What follows belongs to an exercise in optimizing a design on an open flow for small area; a production flow would make more cautious choices. Function was checked by simulation only, so behaviour that the tests miss may differ from the original. Power and IR drop assume default switching activity.

[flow/run.sh]
#!/bin/bash
# synth_recipe.tcl (not shown) runs the flow's synth.tcl, then flattens the netlist and writes it again
# the make line also repeats each setting of config.mk as NAME=value (left out here)
make -C /OpenROAD-flow-scripts/flow DESIGN_CONFIG=/design/flow/config.mk WORK_HOME=/design/flow/orfs CLKGATE_MAP_FILE= SYNTH_SCRIPT=/design/flow/synth_recipe.tcl finish
[flow/config.mk]
export PLATFORM = sky130hd
export DESIGN_NAME = MIPS
export DESIGN_NICKNAME = MIPS
export VERILOG_FILES = /design/flow/design.v
export SDC_FILE = /design/flow/constraint.sdc
export NUM_CORES = 4
export LEC_CHECK = 0
export CAP_MARGIN = 20
export CORE_MARGIN = 2
export CORE_UTILIZATION = 40
export SLEW_MARGIN = 20
export SYNTH_MEMORY_MAX_BITS = 8192
[flow/constraint.sdc]
create_clock -name core_clock -period 22.0 [get_ports {Clk}]
set_input_delay 4.4000 -clock core_clock [delete_from_list [all_inputs] [get_ports {Clk}]]
set_output_delay 4.4000 -clock core_clock [all_outputs]
set_load 0.01 [all_outputs]
[flow/design.v]
module MIPS(input logic Clk, input logic reset,
			input  logic [31:0] MemData,
			output logic [31:0] Address,
			output logic [31:0] WriteDataMem,
			output logic [04:0] WriteRegister,
			output logic [31:0] WriteDataReg,
			output logic wr,
			output logic RegWrite
  );
	localparam logic [5:0]
		S_RESET   = 6'd0,
		S_STACK   = 6'd1,
		S_FETCH   = 6'd2,
		S_F1      = 6'd3,
		S_F2      = 6'd4,
		S_DECODE  = 6'd5,
		S_ALU     = 6'd6,    
		S_WB      = 6'd7,    
		S_SLT     = 6'd8,    
		S_LUI     = 6'd9,
		S_BEQ     = 6'd10,   
		S_J       = 6'd11,
		S_JR      = 6'd12,
		S_JALC    = 6'd13,
		S_JAL31   = 6'd14,
		S_RTE     = 6'd15,
		S_NOP     = 6'd16,
		S_BREAK   = 6'd17,
		S_MULT0   = 6'd18,
		S_MULT1   = 6'd19,
		S_MFX     = 6'd20,
		S_MFST    = 6'd21,
		S_SH1     = 6'd22,
		S_SH2     = 6'd23,
		S_SHW     = 6'd24,
		S_LWA     = 6'd25,
		S_LW      = 6'd26,
		S_LWD1    = 6'd27,
		S_LWD2    = 6'd28,
		S_LWWB    = 6'd29,
		S_SWA     = 6'd30,
		S_SW      = 6'd31,
		S_SBA     = 6'd32,   
		S_SBD1    = 6'd33,
		S_SBD2    = 6'd34,
		S_SBD3    = 6'd35,
		S_SBW     = 6'd36,
		S_LBA     = 6'd37,   
		S_LB2     = 6'd38,
		S_LBD1    = 6'd39,
		S_LBD2    = 6'd40,
		S_LB3     = 6'd41,
		S_EX1     = 6'd42,   
		S_EX2     = 6'd43,
		S_EXD1    = 6'd44,
		S_EXD2    = 6'd45,
		S_EXLD    = 6'd46;
	logic [5:0] state, nstate;
	logic [31:0] PC, EPC, IR, A, HI, LO;
	logic [5:0]  cnt;
	logic        eq;
	logic [31:0] regs [0:31];
	wire [5:0]  op    = IR[31:26];
	wire [4:0]  rs    = IR[25:21];
	wire [4:0]  rt    = IR[20:16];
	wire [4:0]  rd    = IR[15:11];
	wire [4:0]  shamt = IR[10:6];
	wire [5:0]  funct = IR[5:0];
	wire [15:0] imm   = IR[15:0];
	wire [31:0] simm  = {{16{imm[15]}}, imm};
	wire [31:0] boff  = {simm[29:0], 2'b00};
	wire [4:0]  raddr = (state == S_F2) ? MemData[25:21] : rt;
	wire [31:0] B     = regs[raddr];
	logic [1:0]  lsel;    
	logic [1:0]  rsel;    
	logic [1:0]  aop;     
	logic [31:0] L, R, Rx, res;
	logic [32:0] sum;
	logic        ovf, lt, zero;
	always_comb begin
		case (lsel)
			2'd0:    L = PC;
			2'd1:    L = A;
			default: L = HI;
		endcase
		case (rsel)
			2'd0: R = B;
			2'd1: R = 32'd4;
			2'd2: R = simm;
			2'd3: R = boff;
		endcase
	end
	assign Rx  = (aop == 2'd1) ? ~R : R;
	assign sum = {1'b0, L} + {1'b0, Rx} + {32'd0, (aop == 2'd1)};
	assign ovf = (L[31] == Rx[31]) && (sum[31] != L[31]);
	assign lt  = (L[31] != R[31]) ? L[31] : sum[31];
	always_comb begin
		case (aop)
			2'd2:    res = L & R;
			2'd3:    res = L ^ R;
			default: res = sum[31:0];
		endcase
	end
	assign zero = (res == 32'd0);
	wire rtype   = (op == 6'h00);
	logic [1:0] iop;
	always_comb begin
		if (rtype) begin
			case (funct[2:1])
				2'b00:   iop = 2'd0;             
				2'b01:   iop = 2'd1;             
				2'b10:   iop = 2'd2;             
				default: iop = 2'd3;             
			endcase
		end else begin
			case (op[2:1])
				2'b00:   iop = 2'd0;             
				2'b10:   iop = 2'd2;             
				default: iop = 2'd3;             
			endcase
		end
	end
	wire trapov = rtype ? (funct == 6'h20 || funct == 6'h22) : (op == 6'h08);
	wire [4:0]  shn   = funct[2] ? A[4:0] : shamt;
	wire        left  = (funct[1:0] == 2'b00);
	wire        arith = funct[0] & funct[1];
	logic [31:0] shin, shout;
	logic [63:0] shr;
	always_comb begin
		for (int i = 0; i < 32; i++) shin[i] = left ? B[31-i] : B[i];
		shr = {{32{arith & B[31]}}, shin} >> shn;
		for (int i = 0; i < 32; i++) shout[i] = left ? shr[31-i] : shr[i];
	end
	always_comb begin
		lsel = 2'd1; rsel = 2'd2; aop = 2'd0;
		case (state)
			S_F2, S_EX1:            begin lsel = 2'd0; rsel = 2'd1; aop = (state == S_EX1) ? 2'd1 : 2'd0; end
			S_DECODE:               begin rsel = 2'd0; aop = 2'd3; end
			S_ALU, S_WB:            begin rsel = rtype ? 2'd0 : 2'd2; aop = iop; end
			S_SLT:                  begin rsel = rtype ? 2'd0 : 2'd2; aop = 2'd1; end
			S_J, S_JR, S_BEQ:       begin lsel = 2'd0; rsel = 2'd3; end
			S_MULT1:                begin lsel = 2'd2; rsel = 2'd0; end
			default: ;
		endcase
	end
	always_comb begin
		nstate = state;
		case (state)
			S_RESET:  nstate = S_STACK;
			S_STACK:  nstate = S_FETCH;
			S_FETCH:  nstate = S_F1;
			S_F1:     nstate = S_F2;
			S_F2:     nstate = S_DECODE;
			S_DECODE: begin
				case (op)
					6'h00: begin
						case (funct)
							6'h20, 6'h21, 6'h22, 6'h23, 6'h24, 6'h26: nstate = S_ALU;
							6'h0d: nstate = S_BREAK;
							6'h00: nstate = (shamt == 5'd0) ? S_NOP : S_SH1;
							6'h02, 6'h03, 6'h04, 6'h07: nstate = S_SH1;
							6'h18: nstate = S_MULT0;
							6'h10, 6'h12: nstate = S_MFX;
							6'h08: nstate = S_JR;
							6'h2a: nstate = S_SLT;
							default: nstate = S_EX1;
						endcase
					end
					6'h10:   nstate = (funct == 6'h10) ? S_RTE : S_EX1;
					6'h24, 6'h25: nstate = S_LBA;
					6'h04, 6'h05: nstate = S_BEQ;
					6'h08, 6'h09, 6'h0c, 6'h0e: nstate = S_ALU;
					6'h23:   nstate = S_LWA;
					6'h2b:   nstate = S_SWA;
					6'h28, 6'h29: nstate = S_SBA;
					6'h0f:   nstate = S_LUI;
					6'h02:   nstate = S_J;
					6'h03:   nstate = S_JALC;
					6'h0a:   nstate = S_SLT;
					default: nstate = S_EX1;
				endcase
			end
			S_ALU:    nstate = (trapov && ovf) ? S_EX1 : S_WB;
			S_JALC:   nstate = S_JAL31;
			S_BREAK:  nstate = S_BREAK;
			S_MULT0:  nstate = S_MULT1;
			S_MULT1:  nstate = (cnt == 6'd33) ? S_FETCH : S_MULT1;
			S_MFX:    nstate = S_MFST;
			S_SH1:    nstate = S_SH2;
			S_SH2:    nstate = S_SHW;
			S_LWA:    nstate = S_LW;
			S_LW:     nstate = S_LWD1;
			S_LWD1:   nstate = S_LWD2;
			S_LWD2:   nstate = S_LWWB;
			S_SWA:    nstate = S_SW;
			S_SBA:    nstate = S_SBD1;
			S_SBD1:   nstate = S_SBD2;
			S_SBD2:   nstate = S_SBD3;
			S_SBD3:   nstate = S_SBW;
			S_LBA:    nstate = S_LB2;
			S_LB2:    nstate = S_LBD1;
			S_LBD1:   nstate = S_LBD2;
			S_LBD2:   nstate = S_LB3;
			S_EX1:    nstate = S_EX2;
			S_EX2:    nstate = S_EXD1;
			S_EXD1:   nstate = S_EXD2;
			S_EXD2:   nstate = S_EXLD;
			default:  nstate = S_FETCH;   
		endcase
	end
	wire addr_alu = (state == S_LW) || (state == S_LWD1) || (state == S_LWD2) ||
	                (state == S_SW) || (state == S_SBD1) || (state == S_SBD2) ||
	                (state == S_SBD3) || (state == S_SBW) || (state == S_LB2) ||
	                (state == S_J) || (state == S_JR);
	wire addr_exc = (state == S_EX2);
	always_comb begin
		if (addr_alu)      Address = res;
		else if (addr_exc) Address = 32'd252;
		else               Address = PC;
	end
	assign wr = (state == S_SW) || (state == S_SBW);
	always_comb begin
		if (state == S_SW)  WriteDataMem = B;
		else if (op[0])     WriteDataMem = {MemData[31:16], B[15:0]};    
		else                WriteDataMem = {MemData[31:8],  B[7:0]};     
	end
	always_comb begin
		RegWrite = 1'b0;
		WriteRegister = rt;
		WriteDataReg = res;
		case (state)
			S_STACK: begin RegWrite = 1'b1; WriteRegister = 5'd29; WriteDataReg = 32'd227; end
			S_WB:    begin RegWrite = 1'b1; WriteRegister = rtype ? rd : rt; end
			S_SLT:   begin RegWrite = 1'b1; WriteRegister = rd; WriteDataReg = {31'd0, lt}; end
			S_LUI:   begin RegWrite = 1'b1; WriteDataReg = {imm, 16'd0}; end
			S_JAL31: begin RegWrite = 1'b1; WriteRegister = 5'd31; WriteDataReg = PC; end
			S_MFST:  begin RegWrite = 1'b1; WriteRegister = rd; WriteDataReg = funct[1] ? LO : HI; end
			S_SHW:   begin RegWrite = 1'b1; WriteRegister = rd; WriteDataReg = shout; end
			S_LWWB:  begin RegWrite = 1'b1; WriteDataReg = MemData; end
			S_LB3:   begin RegWrite = 1'b1; WriteDataReg = op[0] ? {16'd0, A[15:0]} : {24'd0, A[7:0]}; end
			default: ;
		endcase
	end
	always_ff @(posedge Clk) begin
		if (reset) state <= S_RESET;
		else        state <= nstate;
	end
	wire [31:0] wdata = reset ? 32'd0 : WriteDataReg;
	always_ff @(posedge Clk) begin
		for (int i = 0; i < 32; i++)
			if (reset || (RegWrite && WriteRegister == i[4:0]))
				regs[i] <= wdata;
	end
	logic        pc_ld;
	logic [31:0] pc_nx;
	always_comb begin
		pc_ld = 1'b0;
		pc_nx = res;
		case (state)
			S_F2:    pc_ld = 1'b1;
			S_BEQ:   pc_ld = eq ^ op[0];
			S_J, S_JAL31: begin pc_ld = 1'b1; pc_nx = {PC[31:28], IR[25:0], 2'b00}; end
			S_JR:    begin pc_ld = 1'b1; pc_nx = A; end
			S_RTE:   begin pc_ld = 1'b1; pc_nx = EPC; end
			S_EXLD:  begin pc_ld = 1'b1; pc_nx = {24'd0, trapov ? A[7:0] : A[15:8]}; end
			default: ;
		endcase
	end
	always_ff @(posedge Clk) begin
		if (reset)      PC <= 32'd0;
		else if (pc_ld) PC <= pc_nx;
	end
	always_ff @(posedge Clk) begin
		if (reset)               EPC <= 32'd0;
		else if (state == S_EX1) EPC <= res;
	end
	always_ff @(posedge Clk) begin
		if (state == S_F2) IR <= MemData;
	end
	wire a_mem = (state == S_LBD2) || (state == S_EXD2);
	always_ff @(posedge Clk) begin
		if (state == S_F2) A <= B;
		else if (a_mem)    A[15:0] <= MemData[15:0];
	end
	always_ff @(posedge Clk) begin
		if (state == S_DECODE) eq <= zero;
	end
	always_ff @(posedge Clk) begin
		if (reset) begin
			HI <= 32'd0;
			LO <= 32'd0;
		end else if (state == S_MULT0) begin
			HI <= 32'd0;
			LO <= A;
		end else if (state == S_MULT1 && !cnt[5]) begin
			if (LO[0]) begin
				HI <= sum[32:1];
				LO <= {sum[0], LO[31:1]};
			end else begin
				HI <= {1'b0, HI[31:1]};
				LO <= {HI[0], LO[31:1]};
			end
		end
	end
	always_ff @(posedge Clk) begin
		if (state == S_MULT0)      cnt <= 6'd0;
		else if (state == S_MULT1) cnt <= cnt + 6'd1;
	end
endmodule
==> impl_metrics.env <==
export IMPL_final_cell_count_no_fill=7707
export IMPL_yosys_top_cells_count="1089 x edfxtp_1, 774 x o21ai_0, 424 x nand2_1, 379 x nor2_1, 329 x clkbuf_1"
export IMPL_drive_above_1_share=0.136
export IMPL_grt_antenna_before_repair=23
export IMPL_slew_headroom=0.127
export IMPL_syn2layout_area_growth_pct=16.4
export IMPL_clk_pin_slew_ns=0.06
export IMPL_postCtsSetupBuffers=0
export IMPL_critPathBufInv=4
export IMPL_die_y_um=393
export IMPL_synth_ff_latch_count=1229
export IMPL_dominantRegCellSynth="edfxtp_1"
export IMPL_initial_core_util=0.403
export IMPL_finClkSkew_ns=0.0452
export IMPL_ys_seq_area_frac=0.588
export IMPL_finalCritPeriodShare=0.803
export IMPL_dp_hpwl_um=191000
export IMPL_cts_tree="yes"
export IMPL_ys_types=109
export IMPL_grt_pass1_wl_um=404000
export IMPL_crit_family="simple AND/OR/NAND/NOR gates"
export IMPL_min_period_ns=17.66
export IMPL_tightest_slew_ns=1.31
export IMPL_clockBufferDepth=3
export IMPL_clock_fmax_mhz=56.6
export IMPL_slowest_stage="nor3_1"
export IMPL_wl_per_cell_um=38.6
export IMPL_crit_path_end_kind="output port"
export IMPL_post_place_cells=7447
export IMPL_drv_slew=0
export IMPL_ios=137
export IMPL_cp_arrival_ns=13.26
export IMPL_clk_latency_ns=0.81
export IMPL_synth_most_common_cell="edfxtp_1"
export IMPL_first_iter_violations=10700
export IMPL_power_total_uw=7020
export IMPL_setup_tns_ns=0
export IMPL_ys_warn_count=2
export IMPL_met1_length_um=105000
export IMPL_required_ns=17.60
export IMPL_timing_max_cap_violations=0
export IMPL_drt_total_wl_um=297000
export IMPL_synth_top_area_frac=0.542
export IMPL_rsz0062_at_grt="no"
export IMPL_synthesis_area_mm2=0.0604
export IMPL_worst_path_largest_cell_delay_ns=0.70
export IMPL_synth_nets=5524
export IMPL_vias=54200
export IMPL_syn_area_per_cell_um2=11.1
export IMPL_hold_viol=0
export IMPL_cts_inserted_buffers=137
export IMPL_cp_common_cell="a21o_1"
export IMPL_status="finished clean"
export IMPL_hp_class="flip-flop to flip-flop"
export IMPL_cts_max_level=4
export IMPL_die_w_um=393
export IMPL_dr_pass1_iters=9
export IMPL_overflow=0
export IMPL_place_congestion=1.03
export IMPL_met2WireLength_um=121000
export IMPL_cts_resized=0
export IMPL_start_kind="primary input"
export IMPL_grt_max_degree=73
export IMPL_route_detailed_drc=0
export IMPL_synth_cells=5424
export IMPL_clock_sinks=1229
export IMPL_finalSetupViolations=0
export IMPL_grt_pass1_vias=49600
export IMPL_async_reset_ff_frac=0
export IMPL_die_area_mm2=0.154
export IMPL_design_core_area_mm2=0.150
export IMPL_synth_edf_count=1089
export IMPL_crit_fanout=24
export IMPL_port_buffers=136
export IMPL_dr_wl_met3_um=44400
export IMPL_cts_root_buf="clkbuf_16"
export IMPL_critical_path_class="primary input to output port"
export IMPL_leakage_uw=0.0241
export IMPL_synth_top_area_cell="edfxtp_1"
export IMPL_nets=5670
export IMPL_num_rows=142
export IMPL_holdBufCountCts=0
export IMPL_yosys_top_cells_area="edfxtp_1 54%, o21ai_0 6.4%, dfxtp_1 4.6%"
export IMPL_dr_max_layer_used="met5"
export IMPL_viasPerCell=7.04
export IMPL_p_per_area_mw_per_mm2=99.9
export IMPL_ir_drop_v=0.0000748
export IMPL_ant_nets=0
export IMPL_gr_usage_all_layers=0.377
## cells in the final DEF (no fill, tap or decap), drive strengths merged, types with 34 or more instances in the layout
master,Yosys,routed
or2,64,64
clkinv,2,50
o211ai,38,38
a211oi,120,120
a22o,80,80
nor3,89,89
dfxtp,140,140
a221oi,34,34
nand2,424,424
buf,89,291
inv,39,43
nand4,181,181
ha,65,65
mux2i,114,114
a21o,47,47
edfxtp,1089,1089
nand2b,34,34
o21ai,780,780
a31oi,38,38
a311oi,34,34
nand3,89,89
o22ai,69,69
clkbuf,330,171
nor4,86,86
a22oi,125,125
a222oi,49,49
nor2,380,380
a21oi,279,279
xnor2,46,46
clkdlybuf4s50,0,135
mux2,40,40
## tightest hold or removal path, delay by kind of cell (launching register included)
| family | cells | cell delay [ns] |
|---|---|---|
| AND/OR/NAND/NOR | 1 | 0.05 |
| AO/OA/AOI/OAI | 1 | 0.05 |
| flip-flops | 1 | 0.31 |
## power by group
part / internal, µW / switching (µW) / total (µW)
Sequential: 3090 / 112 / 3200
Clock: 1320 / 1010 / 2330
Combinational: 378 / 1120 / 1490
## cell families after synthesis
group,share of synthesized area
muxes,0.0275
and+or+nand+nor,0.123
adders and majority gates,0.0141
DFF,0.588
xor gates and xnor gates,0.00899
buffers and inverters,0.0308
AOI/OAI and AO/OA,0.208
## area by class of cell
cell class	count	area [µm²]
Fill cell	13700	79700
Clock inverter	73	820
Timing Repair Buffer	426	3540
Inverter	41	156
Multi-Input combinational cell	3735	24100
Sequential cell	1229	35500
Antenna cell	16	40.0
Clock buffer	171	3630
Tap cell	2016	2520
## flip-flops by register name (all words and copies together) (netlist names)
| name | cells |
|---|---|
| regs | 1024 |
| A | 32 |
| EPC | 32 |
| HI | 32 |
| IR | 32 |
| LO | 32 |
| PC | 32 |
| cnt | 6 |
| state | 6 |
| eq | 1 |
## metal layers
metal / global-route usage / up-vias
met5: 0 / -
met4: 0.273 / 18
met3: 0.128 / 1159
met2: 0.533 / 5068
met1: 0.479 / 26400
li1: - / 21600
## final timing paths
check,start,cells past startpoint,slack (ns),to
hold / removal,EPC[27]$_SDFFE_PP0P_,2,0.46,EPC[27]$_SDFFE_PP0P_
setup reg to reg,state[2]$_SDFF_PP0_,30,12.18,regs[29][24]$_DFFE_PP_
hold reg to reg,EPC[27]$_SDFFE_PP0P_,2,0.46,EPC[27]$_SDFFE_PP0P_
setup / recovery,MemData[22],27,4.34,WriteDataReg[31]
## metrics by stage
| step | instance area [µm²] | hold WS [ns] | utilization | worst slack, ns |
|---|---|---|---|---|
| 3_5_place_dp | 65800 | 0.449 | 0.439 | 4.84 |
| 5_1_grt | 70200 | 0.468 | 0.468 | 4.20 |
| 2_1_floorplan | 60400 | 0.436 | - | 7.99 |
| 3_3_place_gp | 65800 | 0.442 | 0.439 | 4.80 |
| 6_report | 70300 | 0.459 | 0.469 | 4.34 |
| 4_1_cts | 70200 | 0.455 | 0.468 | 4.78 |

==> what the ideal ports hide <==
The flow's constraints put no driver on any port. The routed layout listed below was extracted and timed again, unchanged, in two steps. Step 1 assumes that a clkbuf_16 drives the clock port and a buf_2 every other input. Step 2, shift: input delay + t, output delay - t, t = (earliest + latest rising clock arrival at the registers) / 2. This alone moves slack from input paths to output paths. Slacks: ideal / step 1 / step 2; pairs: ideal / step 1.
t, ns: 0.859
setup slack, ns: 4.342 / 4.312 / 4.312
clock arrival spread, ns: 0.045 / 0.045
After both steps setup and hold are still met in this run. The setup slack of this run moves by -0.030 ns with the drivers and by -0.030 ns with both steps.
